This is an optimization exercise on Yosys and OpenROAD, whose aim is small area, a short achievable clock period and few clock cycles per item, not a production implementation. Where RTL was checked, it was by simulation tests only, not by an equivalence proof against the original. Only the layout flow was run in runs 1 to 6; the RTL was not checked for function there. No activity file was given, so power comes from the tool's default toggle rates.

==> flow/design.v <==
`timescale 1ns / 1ps
module booth_enc #(
    parameter W = 8
)(
    input  wire [W-1:0]   b,
    output wire [W/2-1:0] one,
    output wire [W/2-1:0] two,
    output wire [W/2-1:0] neg
);
    wire [W:0] bx = {b, 1'b0};
    genvar i;
    generate
        for (i = 0; i < W/2; i = i + 1) begin : dig
            assign one[i] = bx[2*i+1] ^ bx[2*i];
            assign two[i] = (bx[2*i+2] & ~bx[2*i+1] & ~bx[2*i]) |
                            (~bx[2*i+2] & bx[2*i+1] & bx[2*i]);
            assign neg[i] = bx[2*i+2];
        end
    endgenerate
endmodule
module mac_pe_8_bit #(
    parameter W = 8
)(
    input  wire clk,
    input  wire clear,
    input  wire [W-1:0] a,
    input  wire [W/2-1:0] one,
    input  wire [W/2-1:0] two,
    input  wire [W/2-1:0] neg,
    output reg  [2*W-1:0] product
);
    wire pp_0_0 = ((one[0] & a[0])) ^ neg[0];
    wire pp_0_1 = ((one[0] & a[1]) | (two[0] & a[0])) ^ neg[0];
    wire pp_0_2 = ((one[0] & a[2]) | (two[0] & a[1])) ^ neg[0];
    wire pp_0_3 = ((one[0] & a[3]) | (two[0] & a[2])) ^ neg[0];
    wire pp_0_4 = ((one[0] & a[4]) | (two[0] & a[3])) ^ neg[0];
    wire pp_0_5 = ((one[0] & a[5]) | (two[0] & a[4])) ^ neg[0];
    wire pp_0_6 = ((one[0] & a[6]) | (two[0] & a[5])) ^ neg[0];
    wire pp_0_7 = ((one[0] & a[7]) | (two[0] & a[6])) ^ neg[0];
    wire pp_0_8 = ~(((one[0] & a[7]) | (two[0] & a[7])) ^ neg[0]);
    wire pp_1_0 = ((one[1] & a[0])) ^ neg[1];
    wire pp_1_1 = ((one[1] & a[1]) | (two[1] & a[0])) ^ neg[1];
    wire pp_1_2 = ((one[1] & a[2]) | (two[1] & a[1])) ^ neg[1];
    wire pp_1_3 = ((one[1] & a[3]) | (two[1] & a[2])) ^ neg[1];
    wire pp_1_4 = ((one[1] & a[4]) | (two[1] & a[3])) ^ neg[1];
    wire pp_1_5 = ((one[1] & a[5]) | (two[1] & a[4])) ^ neg[1];
    wire pp_1_6 = ((one[1] & a[6]) | (two[1] & a[5])) ^ neg[1];
    wire pp_1_7 = ((one[1] & a[7]) | (two[1] & a[6])) ^ neg[1];
    wire pp_1_8 = ~(((one[1] & a[7]) | (two[1] & a[7])) ^ neg[1]);
    wire pp_2_0 = ((one[2] & a[0])) ^ neg[2];
    wire pp_2_1 = ((one[2] & a[1]) | (two[2] & a[0])) ^ neg[2];
    wire pp_2_2 = ((one[2] & a[2]) | (two[2] & a[1])) ^ neg[2];
    wire pp_2_3 = ((one[2] & a[3]) | (two[2] & a[2])) ^ neg[2];
    wire pp_2_4 = ((one[2] & a[4]) | (two[2] & a[3])) ^ neg[2];
    wire pp_2_5 = ((one[2] & a[5]) | (two[2] & a[4])) ^ neg[2];
    wire pp_2_6 = ((one[2] & a[6]) | (two[2] & a[5])) ^ neg[2];
    wire pp_2_7 = ((one[2] & a[7]) | (two[2] & a[6])) ^ neg[2];
    wire pp_2_8 = ~(((one[2] & a[7]) | (two[2] & a[7])) ^ neg[2]);
    wire pp_3_0 = ((one[3] & a[0])) ^ neg[3];
    wire pp_3_1 = ((one[3] & a[1]) | (two[3] & a[0])) ^ neg[3];
    wire pp_3_2 = ((one[3] & a[2]) | (two[3] & a[1])) ^ neg[3];
    wire pp_3_3 = ((one[3] & a[3]) | (two[3] & a[2])) ^ neg[3];
    wire pp_3_4 = ((one[3] & a[4]) | (two[3] & a[3])) ^ neg[3];
    wire pp_3_5 = ((one[3] & a[5]) | (two[3] & a[4])) ^ neg[3];
    wire pp_3_6 = ((one[3] & a[6]) | (two[3] & a[5])) ^ neg[3];
    wire pp_3_7 = ((one[3] & a[7]) | (two[3] & a[6])) ^ neg[3];
    wire pp_3_8 = ~(((one[3] & a[7]) | (two[3] & a[7])) ^ neg[3]);
    wire acc_0 = ~clear & product[0];
    wire acc_1 = ~clear & product[1];
    wire acc_2 = ~clear & product[2];
    wire acc_3 = ~clear & product[3];
    wire acc_4 = ~clear & product[4];
    wire acc_5 = ~clear & product[5];
    wire acc_6 = ~clear & product[6];
    wire acc_7 = ~clear & product[7];
    wire acc_8 = clear | product[8];
    wire acc_9 = ~clear & product[9];
    wire acc_10 = ~clear & product[10];
    wire acc_11 = ~clear & product[11];
    wire acc_12 = ~clear & product[12];
    wire acc_13 = ~clear & product[13];
    wire acc_14 = ~clear & product[14];
    wire acc_15 = ~clear & product[15];
    wire s0, c0;
    ha_cell u0 (.x(neg[2]), .y(acc_4), .s(s0), .co(c0));
    wire s1, c1;
    ha_cell u1 (.x(pp_0_5), .y(acc_5), .s(s1), .co(c1));
    wire s2, c2;
    fa_cell u2 (.x(pp_0_6), .y(neg[3]), .z(acc_6), .s(s2), .co(c2));
    wire s3, c3;
    ha_cell u3 (.x(pp_2_2), .y(pp_1_4), .s(s3), .co(c3));
    wire s4, c4;
    fa_cell u4 (.x(pp_1_5), .y(pp_0_7), .z(acc_7), .s(s4), .co(c4));
    wire s5, c5;
    ha_cell u5 (.x(pp_3_1), .y(pp_2_3), .s(s5), .co(c5));
    wire s6, c6;
    fa_cell u6 (.x(pp_1_6), .y(pp_0_8), .z(acc_8), .s(s6), .co(c6));
    wire s7, c7;
    ha_cell u7 (.x(pp_3_2), .y(pp_2_4), .s(s7), .co(c7));
    wire s8, c8;
    fa_cell u8 (.x(pp_2_5), .y(pp_1_7), .z(acc_9), .s(s8), .co(c8));
    wire s9, c9;
    ha_cell u9 (.x(pp_1_8), .y(acc_10), .s(s9), .co(c9));
    wire s10, c10;
    ha_cell u10 (.x(neg[1]), .y(acc_2), .s(s10), .co(c10));
    wire s11, c11;
    ha_cell u11 (.x(pp_0_3), .y(acc_3), .s(s11), .co(c11));
    wire s12, c12;
    fa_cell u12 (.x(pp_1_2), .y(pp_0_4), .z(s0), .s(s12), .co(c12));
    wire s13, c13;
    fa_cell u13 (.x(pp_2_1), .y(pp_1_3), .z(c0), .s(s13), .co(c13));
    wire s14, c14;
    fa_cell u14 (.x(s3), .y(c1), .z(pp_3_0), .s(s14), .co(c14));
    wire s15, c15;
    fa_cell u15 (.x(c2), .y(s5), .z(c3), .s(s15), .co(c15));
    wire s16, c16;
    fa_cell u16 (.x(c4), .y(s7), .z(c5), .s(s16), .co(c16));
    wire s17, c17;
    fa_cell u17 (.x(c6), .y(c7), .z(pp_3_3), .s(s17), .co(c17));
    wire s18, c18;
    fa_cell u18 (.x(s9), .y(pp_3_4), .z(pp_2_6), .s(s18), .co(c18));
    wire s19, c19;
    fa_cell u19 (.x(pp_3_5), .y(pp_2_7), .z(acc_11), .s(s19), .co(c19));
    wire s20, c20;
    ha_cell u20 (.x(pp_2_8), .y(acc_12), .s(s20), .co(c20));
    wire s21, c21;
    ha_cell u21 (.x(neg[0]), .y(acc_0), .s(s21), .co(c21));
    wire s22, c22;
    ha_cell u22 (.x(pp_0_1), .y(acc_1), .s(s22), .co(c22));
    wire s23, c23;
    fa_cell u23 (.x(pp_1_0), .y(pp_0_2), .z(s10), .s(s23), .co(c23));
    wire s24, c24;
    fa_cell u24 (.x(s11), .y(pp_1_1), .z(c10), .s(s24), .co(c24));
    wire s25, c25;
    fa_cell u25 (.x(s12), .y(c11), .z(pp_2_0), .s(s25), .co(c25));
    wire s26, c26;
    fa_cell u26 (.x(s13), .y(c12), .z(s1), .s(s26), .co(c26));
    wire s27, c27;
    fa_cell u27 (.x(s14), .y(s2), .z(c13), .s(s27), .co(c27));
    wire s28, c28;
    fa_cell u28 (.x(s15), .y(c14), .z(s4), .s(s28), .co(c28));
    wire s29, c29;
    fa_cell u29 (.x(s16), .y(c15), .z(s6), .s(s29), .co(c29));
    wire s30, c30;
    fa_cell u30 (.x(s17), .y(c16), .z(s8), .s(s30), .co(c30));
    wire s31, c31;
    fa_cell u31 (.x(c17), .y(s18), .z(c8), .s(s31), .co(c31));
    wire s32, c32;
    fa_cell u32 (.x(c18), .y(s19), .z(c9), .s(s32), .co(c32));
    wire s33, c33;
    fa_cell u33 (.x(c19), .y(s20), .z(pp_3_6), .s(s33), .co(c33));
    wire s34, c34;
    fa_cell u34 (.x(c20), .y(pp_3_7), .z(acc_13), .s(s34), .co(c34));
    wire s35, c35;
    ha_cell u35 (.x(pp_3_8), .y(acc_14), .s(s35), .co(c35));
    wire [15:0] row0 = {acc_15, s35, s34, s33, s32, s31, s30, s29, s28, s27, s26, s25, s24, s23, s22, pp_0_0};
    wire [15:0] row1 = {c35, c34, c33, c32, c31, c30, c29, c28, c27, c26, c25, c24, c23, c22, c21, s21};
    always @(posedge clk)
        product <= row0 + row1;
endmodule
module fa_cell (input wire x, input wire y, input wire z, output wire s, output wire co);
    assign s  = x ^ y ^ z;
    assign co = (x & y) | (x & z) | (y & z);
endmodule
module ha_cell (input wire x, input wire y, output wire s, output wire co);
    assign s  = x ^ y;
    assign co = x & y;
endmodule
module xfa_cell (input wire x, input wire y, input wire z, output wire s, output wire co);
    wire t;
    xor_cell u0 (.x(x), .y(y), .o(t));
    xor_cell u1 (.x(t), .y(z), .o(s));
    maj_cell u2 (.x(x), .y(y), .z(z), .o(co));
endmodule
module xor_cell (input wire x, input wire y, output wire o);
    assign o = x ^ y;
endmodule
module maj_cell (input wire x, input wire y, input wire z, output wire o);
    assign o = (x & y) | (x & z) | (y & z);
endmodule
`timescale 1ns / 1ps
module array #(
    parameter W = 8
)(
    input  wire clk,
    input  wire rst,
    input  wire start,
    input  wire signed [3*W-1:0] a,
    input  wire signed [3*W-1:0] b,
    output wire signed [9*2*W-1:0] result,
    output reg  result_valid
);
    reg beat1, beat2;
    reg accumulate;
    always @(posedge clk) begin
        if (rst) begin
            beat1        <= 1'b0;
            beat2        <= 1'b0;
            accumulate   <= 1'b0;
            result_valid <= 1'b0;
        end else begin
            beat1        <= start;
            beat2        <= beat1;
            accumulate   <= start | beat1;
            result_valid <= beat2;
        end
    end
    genvar i, j;
    generate
        for (j = 0; j < 3; j = j + 1) begin : enc
            wire [W/2-1:0] one, two, neg;
            booth_enc #(.W(W)) E (
                .b  (b[j*W +: W]),
                .one(one),
                .two(two),
                .neg(neg)
            );
        end
        for (i = 0; i < 3; i = i + 1) begin : row
            for (j = 0; j < 3; j = j + 1) begin : col
                mac_pe_8_bit PE (
                    .clk    (clk),
                    .clear  (~accumulate),
                    .a      (a[i*W +: W]),
                    .one    (enc[j].one),
                    .two    (enc[j].two),
                    .neg    (enc[j].neg),
                    .product(result[(i*3 + j)*2*W +: 2*W])
                );
            end
        end
    endgenerate
endmodule
==> flow/flow/run.sh <==
#!/bin/bash
# The standard layout (the standard.sh, standard synthesis unchanged), with
# the port buffers that ORFS inserts before global placement made of the
# smallest plain buffer instead of ORFS's default choice; repair steps resize
# them where timing needs it.
set -euo pipefail
bash standard.sh "BUFFER_PORTS_ARGS=-buffer_cell sky130_fd_sc_hd__buf_1" finish > standard.log 2>&1
==> flow/standard.sh <==
#!/bin/bash
# synth_recipe.tcl (not shown) runs the flow's synth.tcl, then flattens the netlist and writes it again
# the make line also repeats each setting of config.mk as NAME=value (left out here)
make -C /OpenROAD-flow-scripts/flow DESIGN_CONFIG=/design/flow/config.mk WORK_HOME=/design/flow/orfs CLKGATE_MAP_FILE= SYNTH_SCRIPT=/design/flow/synth_recipe.tcl "${@:-finish}"
==> flow/config.mk <==
export PLATFORM = sky130hd
export DESIGN_NAME = array
export DESIGN_NICKNAME = array
export VERILOG_FILES = /design/flow/design.v
export SDC_FILE = /design/flow/constraint.sdc
export NUM_CORES = 4
export LEC_CHECK = 0
export CAP_MARGIN = 20
export CORE_MARGIN = 2
export CORE_UTILIZATION = 40
export CTS_BUF_LIST = sky130_fd_sc_hd__clkbuf_4 sky130_fd_sc_hd__clkbuf_8
export SETUP_SLACK_MARGIN = 1.75
export SLEW_MARGIN = 20
export SYNTH_HIERARCHICAL = 1
export SYNTH_MINIMUM_KEEP_SIZE = 0
==> flow/constraint.sdc <==
create_clock -name core_clock -period 6.5 [get_ports {clk}]
set_input_delay 1.3000 -clock core_clock [delete_from_list [all_inputs] [get_ports {clk}]]
set_output_delay 1.3000 -clock core_clock [all_outputs]
set_load 0.01 [all_outputs]
==> results.yml, run 1 <==
run_status:
  outcome: "timing/DRC/antenna clean"
synth:
  synth_top_cell_area_share: 0.200
  synth_area_leaders: "fa_1, xnor2_1, ha_1"
  synth_top_area_cell: "fa_1"
  ys_ff_latch: 148
  synthFlopType: "dfxtp_1"
  syn_area_mm2: 0.0225
  syn-mean-instance-area_um2: 9.50
  synth-edff-count: 0
  synthCells: 2367
  synth_cell_types: 44
  ys_warn_count: 8
  synth_seq_area_share: 0.132
  postSynth.asyncResetShare: 0
  syn_nets: 2886
global_routing:
  gr-usage-all-layers: 0.223
  grt_pass1_vias: 18600
  grt_pass1_wl_um: 101000
  grt_antenna_before_repair: 1
  grt_max_degree: 59
  grt_overflow_total: 0
placement:
  numPortBuffers: 195
  dp_hpwl_um: 47800
  place_area_mm2: 0.0239
  gp_congestion: 0.854
route:
  first_iter_violations: 1050
  vias_per_cell: 5.64
  wire_per_inst_um: 20.0
  drcViolationCount: 0
  postRouteAntennaNets: 0
  dr_total_vias: 18100
  drt_first_pass_iters: 7
  drt_wl_total_um: 64400
cts:
  htree_levels: 4
  hold_buffers: 0
  insertion_delay_ns: 0.58
  clockBufferDepth: 2
  cts_tree: "built"
  cts_made_buffers: 17
  clock-sinks: 148
  path_clk_slew_ns: 0.08
  root_buffer: "clkbuf_8"
sta:
  grt_setup_unrepaired: "no"
  min_period_ns: 4.65
  setup_viol: 0
  slew_headroom: 0.405
  max_freq_mhz: 215
  hold_viol_final: 0
  tightest_slew_ns: 0.892
  finalMaxSlewViolations: 0
  finClkSkew_ns: 0.0205
  period_share: 0.715
  whs_ns: 0.446
  tns_ns: 0
floorplanning:
  start_util: 0.407
  die_area_mm2: 0.0581
  die_h_um: 241
  io_pins: 196
  die_w_um: 241
  coreArea_mm2: 0.0553
  rows: 86
layout:
  drive_gt1_frac: 0.113
  area_growth_pct: 9.53
  finalInstanceArea_mm2: 0.0246
  nets: 2972
critical_path:
  crit_path_cell_trace: "clkbuf_2, buf_12, nand2b_1, o22ai_2, buf_6, o21ai_0, xor2_1, ha_1, fa_1, fa_1, ha_1, a21o_2, a21o_1, a221o_1, a21oi_2, xnor2_1"
  startpoint_type: "input port"
  crit-reg2reg-launch: "accumulate"
  cp_slowest_cell: "fa_1"
  path_max_fanout: 16
  cp.arrival_ns: 5.15
  crit_type: "in -> reg"
  r2r-end: "row[2].col[0].PE.product[9]"
  r2r_slack_ns: 2.14
  required_ns: 7.00
  crit_path_max_incr_delay_ns: 0.50
  crit_path_end_kind: "flop"
  r2r_cells: 12
worst_hold_path:
  whs_endpoint: "result_valid"
  min_from: "beat2"
  hp-class: "reg -> reg"
  hold_depth: 1
power_and_ir_drop:
  power.density_mw_per_mm2: 582
  p_leak_nw: 9.59
  ir_worst_vdd_mv: 0.294
run:
  cap_violations: 0
[power by group]
group	switching (mW)	total (mW)	internal (mW)
Clock	0.428	0.803	0.375
Combinational	6.55	11.7	5.15
Sequential	0.263	1.82	1.56
[per-module statistics from Yosys, one instance, submodules excluded, excerpt]
module        cells  flops+latches  copies in the design  area (um^2)
mac_pe_8_bit    220             16                     9         1810
array             9              4                     1          113
fa_cell           1              0                   216         20.0
ha_cell           1              0                   108         12.5
[cell usage after synthesis, types with 12 or more instances]
cell,n
or2_2,27
a21oi_2,18
dfxtp_1,148
buf_4,15
fa_1,225
a21o_1,27
o22ai_1,12
clkbuf_1,180
buf_2,18
nor2b_1,150
a211oi_1,27
ha_1,243
o21ai_0,81
o21ai_1,15
nor2_1,27
o211ai_1,27
a21oi_1,81
a22oi_1,252
xor2_1,72
inv_1,37
xnor2_1,378
nand2_1,102
nand3_1,27
[final cells by class]
type | count | area (um^2)
clock inverters | 8 | 103
well taps | 748 | 936
clock buffers | 22 | 290
flip-flops and latches | 148 | 2960
inverters | 37 | 141
repair buffers | 289 | 1550
fillers | 5421 | 30700
diodes | 1 | 2.50
multi-input cells | 1960 | 18600
[routing by layer]
metal	GRT usage	part of all wire	routed length, um	vias up
met2	0.355	0.47	29900	569
li1	-	-	-	8476
met1	0.295	0.44	28500	9000
met5	0	0	0	-
met3	0.0533	0.063	4060	89
met4	0.0776	0.029	1880	0
[through the flow]
step                      setup slack, ns  total power, mW  instances   util
final                                1.85             14.3       3213  0.445
after global placement              0.957             12.9       3165  0.432
after detailed placement            0.792             13.2       3165  0.432
after floorplan                      1.83             10.8       2367      -
after global routing                 1.73             15.8       3213  0.445
after CTS                            1.73             14.2       3199  0.441
[sequential cells by signal (all words and copies together) (netlist names)]
| signal | count |
|---|---|
| beat2 | 1 |
| beat1 | 1 |
| row.col.PE.product | 144 |
| accumulate | 1 |
| result_valid | 1 |
[critical path: cells and delay by family]
family          cells  cell delay, ns
compound gates      6            1.18
xor+xnor            2            0.30
fa+ha+maj           4            1.67
buf+inv             3            0.60
simple gates        1            0.09
[cell usage in the layout (no fill, tap or decap), types with 10 or more instances in the layout]
cell type | Yosys | final
a21oi_1 | 81 | 77
xnor2_1 | 378 | 378
buf_1 | 0 | 179
buf_4 | 15 | 77
clkbuf_8 | 0 | 20
o21ai_0 | 81 | 73
buf_6 | 0 | 13
inv_1 | 37 | 36
a21oi_2 | 18 | 22
nand2_1 | 102 | 102
o21ai_1 | 15 | 21
a21o_1 | 27 | 27
o21ai_2 | 9 | 11
o211ai_1 | 27 | 27
a211oi_1 | 27 | 21
or2_2 | 27 | 27
nor2b_1 | 150 | 149
xor2_1 | 72 | 63
ha_1 | 243 | 239
a22oi_1 | 252 | 252
dfxtp_1 | 148 | 148
nor2_1 | 27 | 27
fa_1 | 225 | 225
nor2b_4 | 9 | 10
nand3_1 | 27 | 27
[cells by family after synthesis]
kind of cell	after synthesis	share of synthesized area
AOI/OAI and AO/OA	649	0.212
adders and majority gates	468	0.336
xor gates and xnor gates	450	0.175
and+or+nand+nor	393	0.0983
buffers and inverters	259	0.0472
DFF	148	0.132
[timing repair]
| action | 4_1_cts | 5_1_grt |
|---|---|---|
| gates resized for setup | 16 | 49 |
| buffers inserted | 4 | 9 |
| endpoints found under the setup margin | 36 | 47 |
| cloned | 0 | 4 |
| pin swaps | 4 | 5 |
[worst max-delay path by stage]
stage          slack [ns]                      endpoint  startpoint  depth (start not counted)
6_report             1.85  row[0].col[1].PE.product[14]       b[11]                         16
5_1_grt              1.73  row[0].col[1].PE.product[14]        b[9]                         14
4_1_cts              1.73  row[2].col[0].PE.product[12]        b[3]                         14
3_5_place_dp         0.79  row[2].col[0].PE.product[12]        b[1]                         13
3_3_place_gp         0.96  row[2].col[0].PE.product[12]        b[1]                         13
2_1_floorplan        1.83  row[0].col[0].PE.product[15]        b[2]                         15
==> inputs of run 2 (changes only) <==
--- a/flow/config.mk
+++ b/flow/config.mk
@@ -11,3 +11,3 @@
 export CTS_BUF_LIST = sky130_fd_sc_hd__clkbuf_4 sky130_fd_sc_hd__clkbuf_8
-export SETUP_SLACK_MARGIN = 1.75
+export SETUP_SLACK_MARGIN = 1.65
 export SLEW_MARGIN = 20
==> run 2 against run 1 <==
Effect of this change: critical path depth fell by 1; largest cell class unchanged; clock-buffer cell count is the same; register-to-register slack about the same; design area down 0.67%; highest routed layer unchanged; non-clock buffer count is 11 lower; final cell count shrank 0.34%; wire length decreased by 0.87%.
==> results.yml, run 2 <==
run_status:
  outcome: "timing/DRC/antenna clean"
cts:
  insertion_delay_ns: 0.58
  cts_tree: "built"
  cts_made_buffers: 17
  path_clk_slew_ns: 0.08
  clockBufferDepth: 2
  clock-sinks: 148
  htree_levels: 4
  root_buffer: "clkbuf_8"
  hold_buffers: 0
critical_path:
  crit_path_cell_trace: "clkbuf_2, buf_6, nand2b_1, o22ai_2, buf_6, a22oi_1, xnor2_1, fa_1, fa_1, fa_1, ha_1, a21oi_1, o21ai_1, a221oi_1, o311a_1"
  crit_type: "in -> reg"
  startpoint_type: "input port"
  cp.buffers_inverters: 3
  cp_slowest_cell: "fa_1"
  path_max_fanout: 16
  critical-path-top-delay-family: "adder cells"
  required_ns: 7.02
  crit_path_end_kind: "flop"
  crit_path_max_incr_delay_ns: 0.51
  path_common_cell: "fa_1"
  cp.arrival_ns: 5.23
floorplanning:
  die_area_mm2: 0.0581
  die_h_um: 241
  start_util: 0.407
  die_w_um: 241
  rows: 86
  io_pins: 196
  coreArea_mm2: 0.0553
sta:
  max_freq_mhz: 212
  hold_viol_final: 0
  tns_ns: 0
  min_period_ns: 4.71
  tightest_slew_ns: 1.05
  setup_viol: 0
  grt_setup_unrepaired: "yes"
  slew_headroom: 0.298
  finClkSkew_ns: 0.0178
  period_share: 0.724
  finalMaxSlewViolations: 0
layout:
  nets: 2961
  layout_commonest_cell: "xnor2_1"
  drive_gt1_frac: 0.104
  layout_common_cells: "xnor2_1, a22oi_1, ha_1, fa_1, buf_1"
  area_growth_pct: 8.80
  regMostFlops: "row.col.PE.product"
  finalInstanceArea_mm2: 0.0245
  largest_reg_flops: 144
  fillers: 5424
route:
  wire_per_inst_um: 19.9
  drcViolationCount: 0
  first_iter_violations: 1071
  drt_wl_total_um: 63800
  postRouteAntennaNets: 0
  drt_first_pass_iters: 7
  vias_per_cell: 5.64
  dr_total_vias: 18100
synth:
  syn_nets: 2886
  synth_fa_ha_area_frac: 0.336
  ys_top_cells_by_count: "xnor2_1, a22oi_1, ha_1, fa_1, clkbuf_1"
  synthCells: 2367
  synth_mux_area_frac: 0
  syn_area_mm2: 0.0225
  synth_top_area_cell: "fa_1"
  synth_top_cell_area_share: 0.200
  synthFlopType: "dfxtp_1"
  synth_seq_area_share: 0.132
  synth_area_leaders: "fa_1, xnor2_1, ha_1"
  synth_compound_area_frac: 0.212
  ys_ff_latch: 148
  ys_warn_count: 8
  syn-mean-instance-area_um2: 9.50
  postSynth.asyncResetShare: 0
  synth_top_family_by_area: "adder cells"
  synth_xor_area_frac: 0.175
  synth-edff-count: 0
  synth_most_common_cell: "xnor2_1"
  synth-simple-area-share: 0.0983
  synth_cell_types: 44
run:
  cap_violations: 0
global_routing:
  gr-max-usage-layer: "met2"
  globalRouteMet1Util: 0.295
  met3_usage: 0.0533
  gr-usage-all-layers: 0.223
  grt_pass1_vias: 18600
  grtUsageMet2: 0.355
  grt_overflow_total: 0
  grt_antenna_before_repair: 1
  grt_max_degree: 59
  grt_pass1_wl_um: 101000
power_and_ir_drop:
  p_leak_nw: 9.51
  ir_worst_vdd_mv: 0.294
  power.density_mw_per_mm2: 580
placement:
  dp_hpwl_um: 47800
  gp_congestion: 0.854
  place_area_mm2: 0.0239
  numPortBuffers: 195
worst_hold_path:
  hp-class: "reg -> reg"
## run 2: cell families after synthesis
logic type | after synthesis
adder cells (fa/ha/maj) | 468
flip-flops | 148
XOR/XNOR | 450
AO/OA/AOI/OAI | 649
buffers and inverters | 259
AND/OR/NAND/NOR | 393
## run 2: cell type report
type	instances	area [um^2]	area share
multi-input cells	1960	18600	0.760
inverters	37	141	0.00578
clock inverters	8	103	0.00419
repair buffers	278	1430	0.0582
diodes	1	2.50	0.000102
well taps	748	936	0.0383
clock buffers	22	290	0.0119
flip-flops and latches	148	2960	0.121
## run 2: path summary, 6_finish.rpt
path | slack, ns | depth (start not counted) | from | to
min reg2reg | 0.45 | 1 | beat2 | result_valid
min | 0.45 | 1 | beat2 | result_valid
max reg2reg | 2.14 | 12 | accumulate | row[2].col[0].PE.product[9]
max | 1.79 | 15 | b[11] | row[1].col[1].PE.product[13]
## run 2: per-stage QoR
| stage | cells | utilization | hold slack, ns | power (mW) | setup slack [ns] |
|---|---|---|---|---|---|
| 3_3_place_gp | 3165 | 0.432 | 0.423 | 12.9 | 0.957 |
| 2_1_floorplan | 2367 | - | 0.414 | 10.8 | 1.83 |
| 6_report | 3202 | 0.442 | 0.445 | 14.2 | 1.79 |
| 3_5_place_dp | 3165 | 0.432 | 0.427 | 13.2 | 0.792 |
| 5_1_grt | 3202 | 0.442 | 0.468 | 15.7 | 1.61 |
| 4_1_cts | 3195 | 0.440 | 0.449 | 14.2 | 1.66 |
## run 2: report_power, final
part | switching [mW] | internal, mW
Combinational | 6.51 | 5.07
Clock | 0.427 | 0.375
Sequential | 0.261 | 1.56
Total | 7.20 | 7.00
## run 2: layer usage
layer / share of wire / vias up / routed length, um
li1: - / 8456 / -
met5: 0 / - / 0
met3: 0.066 / 93 / 4190
met2: 0.46 / 579 / 29500
met1: 0.44 / 8927 / 28200
met4: 0.029 / 0 / 1870
## run 2: what timing repair did
action / 4_1_cts / 5_1_grt
pin swaps: 0 / 5
gates resized for setup: 8 / 33
setup buffers: 0 / 4
setup endpoints to repair: 14 / 42
gates cloned: 0 / 2
## run 2: Yosys stat by module, one instance, submodules excluded, excerpt
module	flops+latches	cells inside
array	4	9
fa_cell	0	1
ha_cell	0	1
mac_pe_8_bit	16	220
==> inputs of run 3 (changes only) <==
--- a/flow/config.mk
+++ b/flow/config.mk
@@ -11,3 +11,3 @@
 export CTS_BUF_LIST = sky130_fd_sc_hd__clkbuf_4 sky130_fd_sc_hd__clkbuf_8
-export SETUP_SLACK_MARGIN = 1.65
+export SETUP_SLACK_MARGIN = 1.85
 export SLEW_MARGIN = 20
==> run 3 against run 2 <==
Effect of this change: highest routed layer unchanged; global-route usage is 0.079 points higher; register-to-register slack hardly changed; sequential share of layout area is 0.15 points lower; non-clock buffer count is 17 higher; via count is 0.79% higher.
==> results.yml, run 3 <==
cts:
  clock-sinks: 148
  clockBufferDepth: 2
  hold_buffers: 0
  cts_made_buffers: 17
  htree_levels: 4
  cts_tree: "built"
  path_clk_slew_ns: 0.08
  insertion_delay_ns: 0.58
  root_buffer: "clkbuf_8"
sta:
  setup_viol: 0
  period_share: 0.700
  max_freq_mhz: 220
  min_period_ns: 4.55
  finalMaxSlewViolations: 0
  grt_setup_unrepaired: "yes"
  slew_headroom: 0.495
  hold_viol_final: 0
  tns_ns: 0
  tightest_slew_ns: 0.758
  finClkSkew_ns: 0.0159
worst_hold_path:
  hp-class: "reg -> reg"
synth:
  synth_cell_types: 44
  synthFlopType: "dfxtp_1"
  synth_seq_area_share: 0.132
  synth_area_leaders: "fa_1, xnor2_1, ha_1"
  synth_top_cell_area_share: 0.200
  synth_top_area_cell: "fa_1"
  postSynth.asyncResetShare: 0
  synthCells: 2367
  synth-edff-count: 0
  synth_most_common_cell: "xnor2_1"
  ys_warn_count: 8
  ys_top_cells_by_count: "xnor2_1, a22oi_1, ha_1, fa_1, clkbuf_1"
  ys_ff_latch: 148
  syn_nets: 2886
  syn-mean-instance-area_um2: 9.50
  syn_area_mm2: 0.0225
critical_path:
  required_ns: 7.00
  critical-path-top-delay-family: "adder cells"
  startpoint_type: "input port"
  path_max_fanout: 16
  path_common_cell: "fa_1"
  crit_path_end_kind: "flop"
  crit_type: "in -> reg"
  cp.arrival_ns: 5.05
  crit_path_max_incr_delay_ns: 0.49
  crit_path_cell_trace: "clkbuf_2, buf_12, nand2b_1, o22ai_2, buf_6, o21ai_0, xor2_1, ha_1, fa_1, fa_1, ha_2, a21o_2, a21o_1, a221o_1, a21oi_2, xnor2_1"
  cp_slowest_cell: "fa_1"
  cp.buffers_inverters: 3
global_routing:
  grt_antenna_before_repair: 1
  gr-usage-all-layers: 0.223
  grt_pass1_wl_um: 101000
  grt_pass1_vias: 18600
  grt_max_degree: 59
  grt_overflow_total: 0
layout:
  regMostFlops: "row.col.PE.product"
  largest_reg_flops: 144
  nets: 2978
  drive_gt1_frac: 0.123
  multi_input_area_mm2: 0.0187
  layout_common_cells: "xnor2_1, a22oi_1, ha_1, fa_1, buf_1"
  area_growth_pct: 10.2
  fillers: 5408
  finalInstanceArea_mm2: 0.0248
  seq_area_mm2: 0.00296
  finish.utilization: 0.448
  layout_commonest_cell: "xnor2_1"
power_and_ir_drop:
  ir_worst_vdd_mv: 0.297
  p_leak_nw: 9.64
  power.density_mw_per_mm2: 583
floorplanning:
  die_w_um: 241
  start_util: 0.407
  coreArea_mm2: 0.0553
  die_area_mm2: 0.0581
  rows: 86
  die_h_um: 241
  io_pins: 196
route:
  drcViolationCount: 0
  postRouteAntennaNets: 0
  wire_per_inst_um: 20.1
  first_iter_violations: 1179
  vias_per_cell: 5.65
  drt_wl_total_um: 64900
  drt_first_pass_iters: 5
  dr_total_vias: 18200
placement:
  numPortBuffers: 195
  place_area_mm2: 0.0239
  gp_congestion: 0.854
  dp_hpwl_um: 47800
run:
  cap_violations: 0
run_status:
  outcome: "timing/DRC/antenna clean"
run 3: cell counts after synthesis:
Identical to the previous run, type by type.
run 3: kinds of logic (layout without fill, tap and decap cells):
kind of cell	count (synthesis)	count (layout)	synth area share
compound gates	649	649	0.212
simple gates	393	393	0.0983
xor+xnor	450	450	0.175
fa+ha+maj	468	468	0.336
flops	148	148	0.132
buf+inv	259	362	0.0472
other cells	0	1	0
run 3: power by group:
part	leakage (nW)	total [mW]	switching [mW]	internal (mW)
Clock	0.198	0.800	0.425	0.375
Sequential	1.25	1.82	0.262	1.56
Combinational	8.19	11.8	6.58	5.23
Total	9.64	14.4	7.27	7.16
run 3: per-stage QoR:
| stage | worst slack (ns) | total power [mW] | std cells | hold WS, ns |
|---|---|---|---|---|
| floorplan | 1.83 | 10.8 | 2367 | 0.414 |
| finish | 1.95 | 14.4 | 3219 | 0.446 |
| global route | 1.85 | 15.9 | 3219 | 0.468 |
| global placement | 0.957 | 12.9 | 3165 | 0.423 |
| detailed placement | 0.792 | 13.2 | 3165 | 0.427 |
| CTS | 1.85 | 14.2 | 3200 | 0.449 |
run 3: timing repair:
action / 4_1_cts / 5_1_grt
pin swaps: 7 / 7
setup buffers: 4 / 13
cloned: 1 / 5
endpoints found under the setup margin: 49 / 53
resized for setup: 27 / 74
run 3: path summary, 6_finish.rpt:
kind	slack (ns)	to	startpoint	cells after the start
worst max-delay path	1.95	row[0].col[1].PE.product[14]	b[11]	16
worst min-delay path	0.45	result_valid	beat2	1
worst max register to register	2.15	row[2].col[0].PE.product[9]	accumulate	12
worst min register to register	0.45	result_valid	beat2	1
run 3: worst reg2reg max path, stage by stage (launching register included):
cell and delay, ns:
dfxtp_1 0.33, inv_4 0.51, buf_4 0.53, nor2b_1 0.18, ha_1 0.34, fa_1 0.53
fa_1 0.41, ha_1 0.35, a21oi_1 0.28, o21ai_2 0.15, a31oi_4 0.32, o21ai_1 0.13
xor2_1 0.16
run 3: per-module statistics from Yosys, one instance, submodules excluded, excerpt:
module,flip-flops and latches,area [um^2]
array,4,113
fa_cell,0,20.0
ha_cell,0,12.5
mac_pe_8_bit,16,1810
run 3: cell type report:
| cell class | count | area share |
|---|---|---|
| Clock inverter | 8 | 0.00414 |
| Sequential cell | 148 | 0.120 |
| Multi-Input combinational cell | 1960 | 0.755 |
| Antenna cell | 1 | 0.000101 |
| Clock buffer | 22 | 0.0117 |
| Tap cell | 748 | 0.0378 |
| Inverter | 37 | 0.00571 |
| Timing Repair Buffer | 295 | 0.0661 |
run 3: routing by layer:
metal / up-vias / GRT usage / part of all wire / wire length (um)
met5: - / 0 / 0 / 0
met4: 0 / 0.0797 / 0.031 / 2010
met3: 93 / 0.0540 / 0.063 / 4070
met2: 550 / 0.354 / 0.46 / 30000
met1: 9059 / 0.296 / 0.44 / 28800
li1: 8496 / - / - / -
==> inputs of run 4 (changes only) <==
--- a/flow/config.mk
+++ b/flow/config.mk
@@ -11,3 +11,3 @@
 export CTS_BUF_LIST = sky130_fd_sc_hd__clkbuf_4 sky130_fd_sc_hd__clkbuf_8
-export SETUP_SLACK_MARGIN = 1.85
+export SETUP_SLACK_MARGIN = 1.95
 export SLEW_MARGIN = 20
==> run 4 against run 3 <==
Effect of this change: power increased by 6.1%; sequential cell count is the same; combinational power is 7% higher; sequential power barely moved; synthesized cell count stayed put; critical endpoint is now row[2].col[0].PE.product[13]; fmax is 1.5% higher; clock-buffer cell count increased by 1; synthesized area did not move; core utilization increased by 1.4 points; highest routed layer unchanged; global-route usage is 0.18 points lower.
==> results.yml, run 4 <==
placement:
  dp_hpwl_um: 48200
  dpl.cell_count: 3170
  dpl_worst_slack_ns: 0.901
  gp_congestion: 0.898
  numPortBuffers: 195
synth:
  syn_nets: 2886
  synth_seq_area_share: 0.132
  synth-edff-count: 0
  ys_top_cells_by_count: "xnor2_1, a22oi_1, ha_1, fa_1, clkbuf_1"
  synth_top_cell_area_share: 0.200
  syn_area_mm2: 0.0225
  synth_fa_ha_area_frac: 0.336
  synth_xor_area_frac: 0.175
  synth_most_common_cell: "xnor2_1"
  synth_area_leaders: "fa_1, xnor2_1, ha_1"
  ys_ff_latch: 148
  synthCells: 2367
  synth_compound_area_frac: 0.212
  postSynth.asyncResetShare: 0
  synth_mux_area_frac: 0
  synth-simple-area-share: 0.0983
  ys_warn_count: 8
  synth_cell_types: 44
  synthFlopType: "dfxtp_1"
  syn-mean-instance-area_um2: 9.50
  synth_top_family_by_area: "adder cells"
  synth_top_area_cell: "fa_1"
run_status:
  outcome: "timing/DRC/antenna clean"
critical_path:
  crit_path_end_kind: "flop"
  cp.arrival_ns: 4.95
  startpoint_type: "input port"
  required_ns: 6.97
  crit_type: "in -> reg"
  path_max_fanout: 13
cts:
  cts_made_buffers: 17
  htree_levels: 4
  cts_tree: "built"
  path_clk_slew_ns: 0.08
  clockBufferDepth: 2
  hold_buffers: 0
  root_buffer: "clkbuf_8"
  clock-sinks: 148
  insertion_delay_ns: 0.58
layout:
  fin_cells: 3239
  largest_reg_flops: 144
  area_growth_pct: 13.7
  finish.utilization: 0.462
  layout_common_cells: "xnor2_1, a22oi_1, fa_1, ha_1, buf_1"
  regMostFlops: "row.col.PE.product"
  nets: 2997
  drive_gt1_frac: 0.149
  layout_commonest_cell: "xnor2_1"
  fillers: 5256
route:
  wire_per_inst_um: 19.9
  vias_per_cell: 5.62
  drcViolationCount: 0
  postRouteAntennaNets: 0
  drt_wl_total_um: 64500
  drt_first_pass_iters: 5
  dr_total_vias: 18200
  first_iter_violations: 1402
power_and_ir_drop:
  p_comb_frac: 0.825
  ir_worst_vdd_mv: 0.425
  p_sw_mw: 7.47
  p_int_mw: 7.85
  p_sw_frac: 0.488
  power_frac_clock: 0.055
  p_seq_frac: 0.119
  power.density_mw_per_mm2: 599
  p_leak_nw: 9.84
floorplanning:
  die_w_um: 241
  rows: 86
  start_util: 0.407
  coreArea_mm2: 0.0553
  die_h_um: 241
  die_area_mm2: 0.0581
  io_pins: 196
sta:
  max_freq_mhz: 223
  tns_ns: 0
  tightest_slew_ns: 0.814
  finalWorstSetupSlack_ns: 2.02
  min_period_ns: 4.48
  finClkSkew_ns: 0.0182
  hold_viol_final: 0
  grt_setup_unrepaired: "yes"
  finalMaxSlewViolations: 0
  setup_viol: 0
  period_share: 0.689
  slew_headroom: 0.457
global_routing:
  grt_pass1_wl_um: 101000
  grt_max_degree: 61
  grt_antenna_before_repair: 1
  grt_overflow_total: 0
  grt_pass1_vias: 18400
  gr-usage-all-layers: 0.222
run:
  cap_violations: 0
worst_hold_path:
  hp-class: "reg -> reg"
-- run 4: cell counts after synthesis --
No cell type changed its count.
-- run 4: power by group through the flow --
stage / Clock, mW / Sequential (mW) / Combinational (mW)
6_report: 0.847 / 1.83 / 12.6
5_1_grt: 0.910 / 1.89 / 14.1
2_1_floorplan: 0 / 1.98 / 9.32
3_5_place_dp: 0 / 1.85 / 11.8
3_3_place_gp: 0 / 1.84 / 11.6
4_1_cts: 0.886 / 1.84 / 12.0
-- run 4: cells by family after synthesis --
family                   Yosys count
AO/OA/AOI/OAI                    649
AND/OR/NAND/NOR                  393
adder cells (fa/ha/maj)          468
flip-flops                       148
buffers and inverters            259
XOR/XNOR                         450
-- run 4: metal layers --
metal  share of wire  vias up  global-route usage
li1                -     8532                   -
met1            0.44     9026               0.293
met2            0.47      545               0.360
met3           0.056       89              0.0430
met4           0.028        0              0.0802
met5               0        -                   0
-- run 4: layout make-up --
class	instances	area [um^2]	share of cell area
tap	748	936	0.0366
sequential	148	2960	0.116
multi-input combinational	1960	19200	0.750
inverter	37	141	0.00553
clock buffer	23	304	0.0119
antenna	1	2.50	0.0000979
clock inverter	8	124	0.00484
timing repair buffer	314	1930	0.0754
-- run 4: path summary, 6_finish.rpt --
kind | slack, ns | cells past startpoint | end | from
max | 2.02 | 16 | row[2].col[0].PE.product[13] | b[1]
min | 0.46 | 1 | result_valid | beat2
max reg2reg | 2.23 | 12 | row[1].col[2].PE.product[10] | accumulate
min reg2reg | 0.46 | 1 | result_valid | beat2
-- run 4: per-stage QoR --
step	hold slack (ns)	power, mW	cell area, um^2
2_1_floorplan	0.414	11.3	22800
3_3_place_gp	0.435	13.5	24200
3_5_place_dp	0.448	13.7	24200
4_1_cts	0.466	14.8	25000
5_1_grt	0.483	16.9	25600
6_report	0.462	15.3	25600
-- run 4: worst max-delay path, stage by stage --
cell and delay, ns:
clkbuf_2 0.15, buf_12 0.17, nand2_1 0.11, o22ai_4 0.23, buf_12 0.17, a22oi_1 0.10
xnor2_1 0.15, fa_1 0.39, fa_1 0.45, fa_1 0.50, ha_2 0.31, a21oi_1 0.21
o21ai_1 0.18, nor3b_1 0.25, o21ai_0 0.12, o311a_1 0.14
-- run 4: modules after synthesis, one instance, submodules excluded, a selection --
module | cells | flops+latches | copies in the design | area, um^2
mac_pe_8_bit | 220 | 16 | 9 | 1810
array | 9 | 4 | 1 | 113
fa_cell | 1 | 0 | 216 | 20.0
ha_cell | 1 | 0 | 108 | 12.5
-- run 4: repair_timing --
item	in CTS	in global routing
cloned	1	6
buffers inserted	11	19
gates resized for setup	45	104
pin swaps	11	17
endpoints found under the setup margin	61	63
==> inputs of run 5 (changes only) <==
--- a/flow/config.mk
+++ b/flow/config.mk
@@ -11,3 +11,3 @@
 export CTS_BUF_LIST = sky130_fd_sc_hd__clkbuf_4 sky130_fd_sc_hd__clkbuf_8
-export SETUP_SLACK_MARGIN = 1.95
+export SETUP_SLACK_MARGIN = 2.05
 export SLEW_MARGIN = 20
==> run 5 against run 4 <==
Effect of this change: still clean; sequential cell count stayed put; global-route usage is 0.49 points lower; clock power is 9.7% lower; power is 0.73% lower; synthesized area stayed put; sequential share of layout area is 0.055 points lower; clock-buffer cell count is 3 lower; final cell count is 0.37% higher; fmax is 2.4% higher; via count is 0.61% lower; largest cell class unchanged; highest routed layer is now met5.
==> results.yml, run 5 <==
run_status:
  outcome: "timing/DRC/antenna clean"
sta:
  finalMaxSlewViolations: 0
  slew_headroom: 0.614
  tightest_slew_ns: 0.580
  period_share: 0.673
  finClkSkew_ns: 0.0221
  finalWorstSetupSlack_ns: 2.12
  grt_setup_unrepaired: "yes"
  tns_ns: 0
  hold_viol_final: 0
  setup_viol: 0
  max_freq_mhz: 228
  min_period_ns: 4.38
synth:
  synth_cell_types: 44
  synth_top_cell_area_share: 0.200
  synthCells: 2367
  ys_top_cells_by_count: "xnor2_1, a22oi_1, ha_1, fa_1, clkbuf_1"
  postSynth.asyncResetShare: 0
  ys_ff_latch: 148
  synth_most_common_cell: "xnor2_1"
  syn_nets: 2886
  synth_area_leaders: "fa_1, xnor2_1, ha_1"
  synth-edff-count: 0
  syn-mean-instance-area_um2: 9.50
  syn_area_mm2: 0.0225
  synth_seq_area_share: 0.132
  ys_warn_count: 8
  synthFlopType: "dfxtp_1"
  synth_top_area_cell: "fa_1"
floorplanning:
  die_area_mm2: 0.0581
  coreArea_mm2: 0.0553
  rows: 86
  die_w_um: 241
  start_util: 0.407
  io_pins: 196
  die_h_um: 241
placement:
  dpl_worst_slack_ns: 0.935
  numPortBuffers: 195
  dp_hpwl_um: 47800
  gp_congestion: 0.884
  place_area_mm2: 0.0243
  dpl.cell_count: 3165
cts:
  insertion_delay_ns: 0.59
  root_buffer: "clkbuf_8"
  clockBufferDepth: 2
  cts_made_buffers: 17
  path_clk_slew_ns: 0.11
  cts_tree: "built"
  htree_levels: 4
  clock-sinks: 148
  hold_buffers: 0
route:
  wirelength_met1_um: 27900
  wire_per_inst_um: 19.3
  drt_wl_total_um: 62800
  postRouteAntennaNets: 0
  wl_met3_um: 3690
  vias_per_cell: 5.56
  drcViolationCount: 0
  dr_wl_met2_um: 29700
  top_layer_used: "met5"
  drt_first_pass_iters: 5
  dr_total_vias: 18100
  first_iter_violations: 1141
critical_path:
  startpoint_type: "input port"
  crit_type: "in -> reg"
  crit_path_end_kind: "flop"
  cp.buffers_inverters: 2
  path_max_fanout: 16
  critical-path-top-delay-family: "adder cells"
  crit_path_cell_trace: "clkbuf_8, nand2_1, o22ai_4, buf_12, a22oi_1, xnor2_1, fa_2, fa_1, fa_1, ha_2, nand3_1, o211ai_1, a221o_1, a21oi_2, xnor2_1"
  required_ns: 7.00
  cp_slowest_cell: "fa_1"
  crit_path_max_incr_delay_ns: 0.51
  cp.arrival_ns: 4.88
worst_hold_path:
  hp-class: "reg -> reg"
power_and_ir_drop:
  power.density_mw_per_mm2: 592
  p_leak_nw: 9.87
  ir_worst_vdd_mv: 0.246
global_routing:
  grt_antenna_before_repair: 4
  grt_overflow_total: 0
  grt_max_degree: 78
  grt_pass1_vias: 18500
  grt_pass1_wl_um: 99400
  gr-usage-all-layers: 0.217
layout:
  drive_gt1_frac: 0.168
  nets: 3008
  layout_common_cells: "xnor2_1, a22oi_1, ha_1, fa_1, buf_1"
  area_growth_pct: 14.2
  regMostFlops: "row.col.PE.product"
  finalInstanceArea_mm2: 0.0257
  layout_commonest_cell: "xnor2_1"
  largest_reg_flops: 144
  fin_cells: 3251
run:
  cap_violations: 0
[run 5: cell counts after synthesis]
No cell type changed its count.
[run 5: worst paths after layout]
kind / from / end / slack [ns] / depth (start not counted)
max: b[9] / row[1].col[1].PE.product[14] / 2.12 / 15
min: beat2 / result_valid / 0.46 / 1
max reg2reg: accumulate / row[0].col[1].PE.product[11] / 2.33 / 12
min reg2reg: beat2 / result_valid / 0.46 / 1
[run 5: worst register-to-register path, delay by kind of cell (launching register included)]
kind	cells	cell delay, ns
buffers and inverters	2	0.82
XOR/XNOR	1	0.16
AO/OA/AOI/OAI	4	0.98
adder cells (fa/ha/maj)	4	1.64
flip-flops	1	0.33
AND/OR/NAND/NOR	1	0.13
[run 5: logic make-up (layout without fill, tap and decap cells)]
logic type / after synthesis / count (layout) / share of synthesized area
flip-flops: 148 / 148 / 0.132
adder cells (fa/ha/maj): 468 / 468 / 0.336
AND/OR/NAND/NOR: 393 / 393 / 0.0983
XOR/XNOR: 450 / 450 / 0.175
buffers and inverters: 259 / 393 / 0.0472
AO/OA/AOI/OAI: 649 / 649 / 0.212
other: 0 / 2 / 0
[run 5: through the flow]
step                 util  hold slack (ns)  power [mW]
floorplan               -            0.414        11.4
finish              0.465            0.457        15.2
global placement    0.439            0.423        13.4
CTS                 0.456            0.463        14.8
global route        0.464            0.468        16.7
detailed placement  0.439            0.454        13.7
[run 5: repair_timing]
item / in CTS / in global routing
resized for setup: 43 / 96
gates cloned: 0 / 2
pin swaps: 18 / 14
setup endpoints to repair: 79 / 66
setup buffers: 33 / 18
[run 5: metal layers]
metal	GRT usage	vias up
met5	0	-
li1	-	8555
met1	0.286	8951
met4	0.0698	4
met2	0.351	486
met3	0.0492	85
[run 5: layout make-up]
class                   instances  area (um^2)
flip-flops and latches        148         2960
clock inverters                11          103
inverters                      37          141
multi-input cells            1960        19200
repair buffers                325         2040
well taps                     748          936
clock buffers                  20          269
fillers                      5198        29600
diodes                          2         5.00
[run 5: power by group]
group / switching, mW / internal (mW) / total (mW)
Combinational: 6.77 / 5.83 / 12.6
Clock: 0.440 / 0.325 / 0.765
Sequential: 0.277 / 1.56 / 1.83
[run 5: modules after synthesis, one instance, submodules excluded, a selection]
| module | cells inside | flops+latches | area (um^2) |
|---|---|---|---|
| fa_cell | 1 | 0 | 20.0 |
| ha_cell | 1 | 0 | 12.5 |
| array | 9 | 4 | 113 |
| mac_pe_8_bit | 220 | 16 | 1810 |
==> inputs of run 6 (changes only) <==
--- a/flow/config.mk
+++ b/flow/config.mk
@@ -11,3 +11,3 @@
 export CTS_BUF_LIST = sky130_fd_sc_hd__clkbuf_4 sky130_fd_sc_hd__clkbuf_8
-export SETUP_SLACK_MARGIN = 2.05
+export SETUP_SLACK_MARGIN = 2.15
 export SLEW_MARGIN = 20
==> run 6 against run 5 <==
Effect of this change: clock skew grew 0.0027 ns; global-route usage is 1.3 points higher; register-to-register slack improved by 0.13 ns; synthesized area unchanged; first-iteration DRC count increased by 11%; critical endpoint is now row[1].col[1].PE.product[15]; synthesized cell count unchanged; sequential share of layout area is 0.76 points lower; clock power up 32%; non-clock buffer count increased by 72; setup slack worse by 0.0011 ns.
==> results.yml, run 6 <==
run_status:
  outcome: "timing/DRC/antenna clean"
power_and_ir_drop:
  p_leak_nw: 10.6
  ir_worst_vdd_mv: 0.295
  power.density_mw_per_mm2: 603
  total_power_mw: 16.6
layout:
  area_growth_pct: 22.3
  largest_reg_flops: 144
  layout_common_cells: "xnor2_1, a22oi_1, ha_1, fa_1, buf_1"
  fin_cells: 3328
  layout_commonest_cell: "xnor2_1"
  drive_gt1_frac: 0.223
  nets: 3086
  regMostFlops: "row.col.PE.product"
sta:
  grt_setup_unrepaired: "yes"
  setup_viol: 0
  tns_ns: 0
  period_share: 0.674
  slew_headroom: 0.596
  tightest_slew_ns: 0.606
  finClkSkew_ns: 0.0248
  hold_viol_final: 0
  whs_ns: 0.466
  max_freq_mhz: 228
  min_period_ns: 4.38
  finalMaxSlewViolations: 0
global_routing:
  grt_pass1_vias: 19100
  gr-usage-all-layers: 0.230
  grt_antenna_before_repair: 2
  grt_pass1_wl_um: 104000
  grt_overflow_total: 0
  grt_max_degree: 72
route:
  drt_wl_total_um: 68100
  drt_first_pass_iters: 6
  first_iter_violations: 1264
  wl_met3_um: 4660
  drcViolationCount: 0
  postRouteAntennaNets: 0
  dr_total_vias: 18800
  vias_per_cell: 5.64
  wirelength_met1_um: 30300
  wire_per_inst_um: 20.5
  top_layer_used: "met5"
  dr_wl_met2_um: 31500
placement:
  dp_hpwl_um: 47600
  gp_congestion: 0.886
  numPortBuffers: 195
  dpl.cell_count: 3157
cts:
  clockBufferDepth: 2
  htree_levels: 4
  path_clk_slew_ns: 0.09
  root_buffer: "clkbuf_8"
  cts_made_buffers: 17
  cts_tree: "built"
  insertion_delay_ns: 0.61
  clock-sinks: 148
synth:
  ys_top_cells_by_count: "xnor2_1, a22oi_1, ha_1, fa_1, clkbuf_1"
  synthCells: 2367
  syn_area_mm2: 0.0225
  synth_most_common_cell: "xnor2_1"
  synthFlopType: "dfxtp_1"
  synth_cell_types: 44
  ys_ff_latch: 148
  syn_nets: 2886
  synth_area_leaders: "fa_1, xnor2_1, ha_1"
  ys_warn_count: 8
  postSynth.asyncResetShare: 0
  synth_top_area_cell: "fa_1"
  synth_seq_area_share: 0.132
  synth-edff-count: 0
  synth_top_cell_area_share: 0.200
  syn-mean-instance-area_um2: 9.50
floorplanning:
  die_w_um: 241
  io_pins: 196
  die_h_um: 241
  start_util: 0.407
  coreArea_mm2: 0.0553
  die_area_mm2: 0.0581
  rows: 86
worst_hold_path:
  hold_depth: 1
  hp-class: "reg -> reg"
  min_from: "beat2"
critical_path:
  required_ns: 6.97
  cp.arrival_ns: 4.85
  crit_type: "in -> reg"
  path_max_fanout: 7
  startpoint_type: "input port"
  crit_path_end_kind: "flop"
  startpoint: "b[9]"
  crit-reg2reg-launch: "accumulate"
  r2r_cells: 12
run:
  cap_violations: 0
==> run 6: cell counts after synthesis <==
Identical to the previous run, type by type.
==> run 6: final cells by class <==
| cell class | instances | area, um^2 |
|---|---|---|
| Fill cell | 5116 | 27800 |
| Multi-Input combinational cell | 1966 | 19900 |
| Timing Repair Buffer | 397 | 3000 |
| Sequential cell | 148 | 2960 |
| Tap cell | 748 | 936 |
| Clock inverter | 13 | 279 |
| Clock buffer | 18 | 241 |
| Inverter | 37 | 141 |
| Antenna cell | 1 | 2.50 |
==> run 6: per-module statistics from Yosys, one instance, submodules excluded, a selection <==
module / flops+latches / cell area, um^2 / times used / cells inside
array: 4 / 113 / 1 / 9
fa_cell: 0 / 20.0 / 216 / 1
ha_cell: 0 / 12.5 / 108 / 1
mac_pe_8_bit: 16 / 1810 / 9 / 220
==> run 6: cells by family after synthesis <==
family | share of synthesized area
AOI/OAI and AO/OA | 0.212
xor gates and xnor gates | 0.175
adders and majority gates | 0.336
buffers and inverters | 0.0472
DFF | 0.132
and+or+nand+nor | 0.0983
==> run 6: final timing paths <==
kind / slack, ns / to
min reg2reg: 0.47 / result_valid
min: 0.47 / result_valid
max reg2reg: 2.46 / row[1].col[1].PE.product[11]
max: 2.12 / row[1].col[1].PE.product[15]
==> run 6: timing repair <==
item	in CTS	in global routing
resized for setup	93	194
pin swaps	30	89
hold endpoints to repair	0	0
cloned	10	6
setup buffers	44	79
setup endpoints to repair	90	75
hold buffers	0	0
==> run 6: power breakdown <==
part	leakage (nW)	internal (mW)	switching (mW)
Clock	0.257	0.576	0.438
Combinational	9.08	6.53	7.19
Sequential	1.25	1.56	0.296
Total	10.6	8.66	7.92
==> run 6: metrics by stage <==
stage / setup WS, ns / util / cell area [um^2]
final: 2.12 / 0.497 / 27500
after global routing: 2.05 / 0.497 / 27500
after CTS: 2.11 / 0.468 / 25900
after detailed placement: 0.812 / 0.441 / 24400
after global placement: 0.885 / 0.441 / 24400
after floorplan: 2.02 / - / 23400
==> run 6: routing by layer <==
metal  GRT usage  vias up
li1            -     8728
met1       0.305     9368
met2       0.359      565
met3      0.0631       92
met4      0.0799        2
met5           0        -
==> run 6: worst max-delay path, cell delays in order <==
cell and delay (ns):
buf_12 0.12, buf_12 0.13, xor2_4 0.21, buf_12 0.17, buf_4 0.12, o21ai_2 0.05, xor2_1 0.16, ha_1 0.35
fa_1 0.44, fa_1 0.39, ha_1 0.39, a21oi_1 0.34, o21ai_0 0.18, a31oi_2 0.23, o31ai_4 0.11, xnor2_1 0.14
==> inputs of run 7 (changes only) <==
--- a/flow/design.v
+++ b/flow/design.v
@@ -126,5 +126,5 @@
     wire s21, c21;
-    ha_cell u21 (.x(neg[0]), .y(acc_0), .s(s21), .co(c21));
+    fa_cell u21 (.x(pp_0_0), .y(neg[0]), .z(acc_0), .s(s21), .co(c21));
     wire s22, c22;
-    ha_cell u22 (.x(pp_0_1), .y(acc_1), .s(s22), .co(c22));
+    fa_cell u22 (.x(c21), .y(pp_0_1), .z(acc_1), .s(s22), .co(c22));
     wire s23, c23;
@@ -155,4 +155,4 @@
     ha_cell u35 (.x(pp_3_8), .y(acc_14), .s(s35), .co(c35));
-    wire [15:0] row0 = {acc_15, s35, s34, s33, s32, s31, s30, s29, s28, s27, s26, s25, s24, s23, s22, pp_0_0};
-    wire [15:0] row1 = {c35, c34, c33, c32, c31, c30, c29, c28, c27, c26, c25, c24, c23, c22, c21, s21};
+    wire [15:0] row0 = {acc_15, s35, s34, s33, s32, s31, s30, s29, s28, s27, s26, s25, s24, s23, s22, s21};
+    wire [15:0] row1 = {c35, c34, c33, c32, c31, c30, c29, c28, c27, c26, c25, c24, c23, c22, 1'b0, 1'b0};
     always @(posedge clk)
--- a/flow/config.mk
+++ b/flow/config.mk
@@ -11,3 +11,3 @@
 export CTS_BUF_LIST = sky130_fd_sc_hd__clkbuf_4 sky130_fd_sc_hd__clkbuf_8
-export SETUP_SLACK_MARGIN = 2.15
+export SETUP_SLACK_MARGIN = 2.05
 export SLEW_MARGIN = 20
==> run 7 against run 6 <==
Effect of this change: first-iteration DRC count shrank 4.6%; sequential cell count is the same; via count shrank 3.8%; die area shrank 3.6%; setup slack lost 0.047 ns; fmax shrank 1.1%; final cell count shrank 4.3%; sequential power is essentially flat; clock skew is essentially flat; highest routed layer is now met4.
==> results.yml, run 7 <==
sta:
  finalMaxSlewViolations: 0
  hold_viol_final: 0
  setup_viol: 0
  finClkSkew_ns: 0.0248
  grt_setup_unrepaired: "yes"
  min_period_ns: 4.43
  max_freq_mhz: 226
  tightest_slew_ns: 0.799
  slew_headroom: 0.467
  period_share: 0.681
  tns_ns: 0
floorplanning:
  coreArea_mm2: 0.0537
  start_util: 0.403
  die_w_um: 237
  die_h_um: 237
  die_area_mm2: 0.0560
  rows: 85
  io_pins: 196
placement:
  gp_congestion: 0.898
  place_area_mm2: 0.0235
  dp_hpwl_um: 45500
  numPortBuffers: 195
global_routing:
  grt_overflow_total: 0
  grt_pass1_wl_um: 99700
  grt_max_degree: 63
  gr-usage-all-layers: 0.227
  grt_pass1_vias: 18000
  grt_antenna_before_repair: 0
critical_path:
  cp_slowest_cell: "fa_1"
  path_max_fanout: 7
  cp.buffers_inverters: 4
  cp.arrival_ns: 4.93
  crit_type: "in -> reg"
  crit_path_max_incr_delay_ns: 0.55
  required_ns: 7.01
  crit_path_cell_trace: "clkbuf_4, buf_12, nor2b_4, buf_4, clkbuf_4, a22oi_1, xnor2_1, ha_1, fa_1, fa_1, ha_4, and2_1, nand3_1, a2111oi_1, or3b_1, xnor2_1"
  startpoint_type: "input port"
  crit_path_end_kind: "flop"
  critical-path-top-delay-family: "adder cells"
power_and_ir_drop:
  power.density_mw_per_mm2: 577
  p_leak_nw: 10.3
  ir_worst_vdd_mv: 0.338
cts:
  htree_levels: 4
  path_clk_slew_ns: 0.08
  cts_tree: "built"
  clock-sinks: 148
  cts_made_buffers: 17
  insertion_delay_ns: 0.59
  root_buffer: "clkbuf_8"
  clockBufferDepth: 2
synth:
  synth_most_common_cell: "xnor2_1"
  synth_top_area_cell: "fa_1"
  synth_top_cell_area_share: 0.225
  ys_top_cells_by_count: "xnor2_1, a22oi_1, fa_1, ha_1, clkbuf_1"
  synth_cell_types: 36
  postSynth.asyncResetShare: 0
  syn-mean-instance-area_um2: 9.36
  synth_seq_area_share: 0.137
  synthCells: 2313
  synth_area_leaders: "fa_1, xnor2_1, dfxtp_1"
  ys_ff_latch: 148
  ys_warn_count: 8
  syn_nets: 2814
  synthFlopType: "dfxtp_1"
  synth-edff-count: 0
  syn_area_mm2: 0.0217
layout:
  regMostFlops: "row.col.PE.product"
  layout_commonest_cell: "xnor2_1"
  finalInstanceArea_mm2: 0.0259
  drive_gt1_frac: 0.156
  area_growth_pct: 19.4
  antenna_cells: 0
  largest_reg_flops: 144
  layout_common_cells: "xnor2_1, a22oi_1, fa_1, buf_1, ha_1"
  nets: 2981
route:
  drt_first_pass_iters: 6
  vias_per_cell: 5.66
  dr_total_vias: 18000
  first_iter_violations: 1206
  drt_wl_total_um: 64800
  postRouteAntennaNets: 0
  wire_per_inst_um: 20.3
  drcViolationCount: 0
run_status:
  outcome: "timing/DRC/antenna clean"
worst_hold_path:
  hp-class: "reg -> reg"
run:
  cap_violations: 0
==> run 7: report_power, final <==
part           internal (mW)  total (mW)  switching [mW]
sequential              1.55        1.83           0.284
combinational           5.71        12.2            6.54
clock                  0.423       0.840           0.417
total                   7.68        14.9            7.24
==> run 7: path summary, 6_finish.rpt <==
| path | start | slack, ns | cells after the start | to |
|---|---|---|---|---|
| worst max-delay path | b[1] | 2.07 | 16 | row[2].col[0].PE.product[15] |
| worst max register to register | accumulate | 2.27 | 12 | row[2].col[1].PE.product[15] |
| worst min register to register | beat2 | 0.44 | 1 | result_valid |
| worst min-delay path | beat2 | 0.44 | 1 | result_valid |
==> run 7: logic make-up after synthesis <==
logic type | after synthesis | synth area share
buffers and inverters | 259 | 0.0506
AND/OR/NAND/NOR | 420 | 0.108
adder cells (fa/ha/maj) | 450 | 0.344
flip-flops | 148 | 0.137
XOR/XNOR | 441 | 0.178
AO/OA/AOI/OAI | 595 | 0.182
==> run 7: per-layer routing <==
| metal | part of all wire | global-route usage |
|---|---|---|
| met1 | 0.42 | 0.293 |
| met2 | 0.47 | 0.368 |
| met3 | 0.067 | 0.0502 |
| met4 | 0.035 | 0.0951 |
| met5 | 0 | 0 |
==> run 7: what timing repair did <==
action                     4_1_cts  5_1_grt
cloned                           8        6
hold buffers                     0        0
resized for setup               92      162
pin swaps                       16       50
setup buffers                   26       44
setup endpoints to repair       81       62
hold endpoints to repair         0        0
==> run 7: cell type report <==
cell class	instances	area, um^2
Multi-Input combinational cell	1911	18900
Clock inverter	10	159
Inverter	55	209
Fill cell	4935	27800
Clock buffer	19	255
Sequential cell	148	2960
Timing Repair Buffer	347	2540
Tap cell	696	871
==> run 7: Yosys stat by module, one instance, submodules excluded, excerpt <==
module        flops+latches  times used  cells inside  cell area [um^2]
ha_cell                   0          90             1              12.5
array                     4           1             9               113
fa_cell                   0         234             1              20.0
mac_pe_8_bit             16           9           214              1710
==> run 7: worst register-to-register path: stages, from the launching register on <==
cell       delay (ns)
dfxtp_1          0.33
inv_4            0.55
buf_12           0.42
nor2b_1          0.16
ha_1             0.35
fa_1             0.46
fa_1             0.50
ha_1             0.38
and2_1           0.17
nand3_1          0.13
a2111oi_2        0.42
or3b_1           0.18
xnor2_1          0.11
==> run 7: stage by stage <==
stage	power (mW)	setup WS (ns)	utilization	instances	hold WS (ns)
finish	14.9	2.07	0.481	3186	0.445
global route	16.4	1.94	0.481	3186	0.465
CTS	14.3	2.03	0.461	3136	0.451
detailed placement	13.1	0.647	0.438	3073	0.428
global placement	13.0	0.753	0.438	3073	0.422
floorplan	10.8	1.94	-	2313	0.414
Testbench counts of run 7, summed over its fixed seeds: cycles 14,408, items 4,800.
==> inputs of run 8 (changes only) <==
--- a/flow/config.mk
+++ b/flow/config.mk
@@ -11,3 +11,3 @@
 export CTS_BUF_LIST = sky130_fd_sc_hd__clkbuf_4 sky130_fd_sc_hd__clkbuf_8
-export SETUP_SLACK_MARGIN = 2.05
+export SETUP_SLACK_MARGIN = 1.95
 export SLEW_MARGIN = 20
==> run 8 against run 7 <==
Effect of this change: still clean on timing, DRC and antenna; core utilization fell by 1.4 points; clock-buffer cell count did not move; global-route usage fell by 0.25 points; design area fell by 3.0%; wire length fell by 1.2%.
==> results.yml, run 8 <==
global_routing:
  grt_pass1_wl_um: 98800
  gr-usage-all-layers: 0.225
  grt_overflow_total: 0
  grt_antenna_before_repair: 1
  grt_max_degree: 58
layout:
  fillers: 5034
  nets: 2956
  regMostFlops: "row.col.PE.product"
  area_growth_pct: 15.9
  layout_common_cells: "xnor2_1, a22oi_1, fa_1, buf_1, ha_1"
  largest_reg_flops: 144
route:
  drt_wl_total_um: 64000
  dr_total_vias: 17800
  vias_per_cell: 5.62
  drt_first_pass_iters: 7
  first_iter_violations: 1151
  postRouteAntennaNets: 0
  drcViolationCount: 0
floorplanning:
  die_area_mm2: 0.0560
  die_h_um: 237
  die_w_um: 237
  coreArea_mm2: 0.0537
  io_pins: 196
critical_path:
  cp.buffers_inverters: 3
  required_ns: 6.96
  critPathCapture: "row[0].col[1].PE.product[15]"
  r2r-end: "row[1].col[2].PE.product[13]"
  cp.depth: 15
  critical-path-top-delay-family: "adder cells"
  crit_path_cell_trace: "clkbuf_2, buf_12, xor2_2, buf_12, o21ai_0, xor2_1, ha_1, fa_1, fa_1, ha_4, a21oi_2, o21ai_1, and2b_1, or3b_1, xnor2_1"
  crit-reg2reg-launch: "accumulate"
  crit_type: "in -> reg"
  crit_path_end_kind: "flop"
  startpoint: "b[9]"
  r2r_cells: 12
  crit_path_max_incr_delay_ns: 0.59
  cp_slowest_cell: "fa_1"
run:
  cap_violations: 0
cts:
  clock-sinks: 148
  htree_levels: 4
  cts_tree: "built"
  root_buffer: "clkbuf_8"
  path_clk_slew_ns: 0.10
  insertion_delay_ns: 0.58
  clockBufferDepth: 2
  cts_made_buffers: 17
run_status:
  outcome: "timing/DRC/antenna clean"
sta:
  tightest_slew_ns: 0.675
  period_share: 0.702
  whs_ns: 0.464
  max_freq_mhz: 219
  tns_ns: 0
  min_period_ns: 4.56
  grt_setup_unrepaired: "yes"
synth:
  synthCells: 2313
  synth_most_common_cell: "xnor2_1"
  ys_top_cells_by_count: "xnor2_1, a22oi_1, fa_1, ha_1, clkbuf_1"
  synth_cell_types: 36
  synth_top_cell_area_share: 0.225
  ys_warn_count: 8
  syn_area_mm2: 0.0217
  synth-edff-count: 0
  synthFlopType: "dfxtp_1"
  syn_nets: 2814
placement:
  dp_hpwl_um: 46100
  numPortBuffers: 195
  gp_congestion: 0.871
power_and_ir_drop:
  power.density_mw_per_mm2: 578
  ir_worst_vdd_mv: 0.267
  p_leak_nw: 10.1
worst_hold_path:
  hp-class: "reg -> reg"
run 8: changes by cell type in the layout (fill, tap and decap cells not counted), moves of 7 or more:
cell	before	now
o21ai_0	62	74
o21ai_1	33	25
a22oi_2	15	8
fa_2	12	4
buf_4	106	96
fa_1	231	239
a22oi_1	237	244
buf_12	25	13
run 8: cells by family after synthesis:
logic type | after synthesis | synth area share
and+or+nand+nor | 420 | 0.108
buffers and inverters | 259 | 0.0506
adders and majority gates | 450 | 0.344
DFF | 148 | 0.137
AOI/OAI and AO/OA | 595 | 0.182
xor gates and xnor gates | 441 | 0.178
run 8: worst min path at each step:
stage | slack (ns) | endpoint | start | depth (start not counted)
after global routing | 0.48 | result_valid | beat2 | 1
after detailed placement | 0.45 | result_valid | beat2 | 1
after CTS | 0.47 | result_valid | beat2 | 1
final | 0.46 | result_valid | beat2 | 1
after global placement | 0.43 | result_valid | beat2 | 1
after floorplan | 0.41 | result_valid | beat2 | 1
run 8: timing repair:
| item | CTS | global route |
|---|---|---|
| pin swaps | 6 | 27 |
| gates resized for setup | 57 | 112 |
| endpoints found under the setup margin | 75 | 63 |
| setup buffers | 14 | 35 |
| cloned | 4 | 4 |
run 8: routing by layer:
metal / vias to the layer above / GRT usage / share of wire
li1: 8238 / - / -
met1: 8979 / 0.288 / 0.43
met2: 493 / 0.374 / 0.49
met3: 80 / 0.0450 / 0.055
met4: 0 / 0.0861 / 0.027
met5: - / 0 / 0
run 8: layout make-up:
cell class,instances,area [um^2],share of cell area
tap,696,871,0.0347
multi-input combinational,1908,18400,0.735
antenna,1,2.50,0.0000997
timing repair buffer,325,2170,0.0865
clock buffer,19,249,0.00992
sequential,148,2960,0.118
inverter,55,209,0.00833
clock inverter,13,183,0.00728
run 8: per-stage QoR:
stage | instances | cell area, um^2 | power, mW | worst slack, ns | util
global placement | 3075 | 23400 | 12.9 | 0.919 | 0.436
finish | 3165 | 25100 | 14.5 | 1.94 | 0.467
detailed placement | 3075 | 23400 | 13.1 | 0.787 | 0.436
CTS | 3125 | 24300 | 14.1 | 1.95 | 0.453
global route | 3165 | 25100 | 16.0 | 1.88 | 0.467
floorplan | 2313 | 22100 | 10.8 | 1.94 | -
run 8: where the power goes:
group / internal (mW) / switching, mW / leakage (nW)
sequential: 1.55 / 0.291 / 1.25
combinational: 5.45 / 6.37 / 8.64
clock: 0.425 / 0.435 / 0.209
run 8: modules after synthesis (local to each module, per instance), a selection:
module	flops+latches	copies in the design	cells
mac_pe_8_bit	16	9	214
array	4	1	9
fa_cell	0	234	1
ha_cell	0	90	1

Setup slack of run 8, layout unchanged: 1.937 ns with ideal ports, 1.971 ns with driving cells assumed (clock clkbuf_16, inputs buf_2), 1.341 ns with port delays also shifted by the 0.629 ns mid clock arrival.
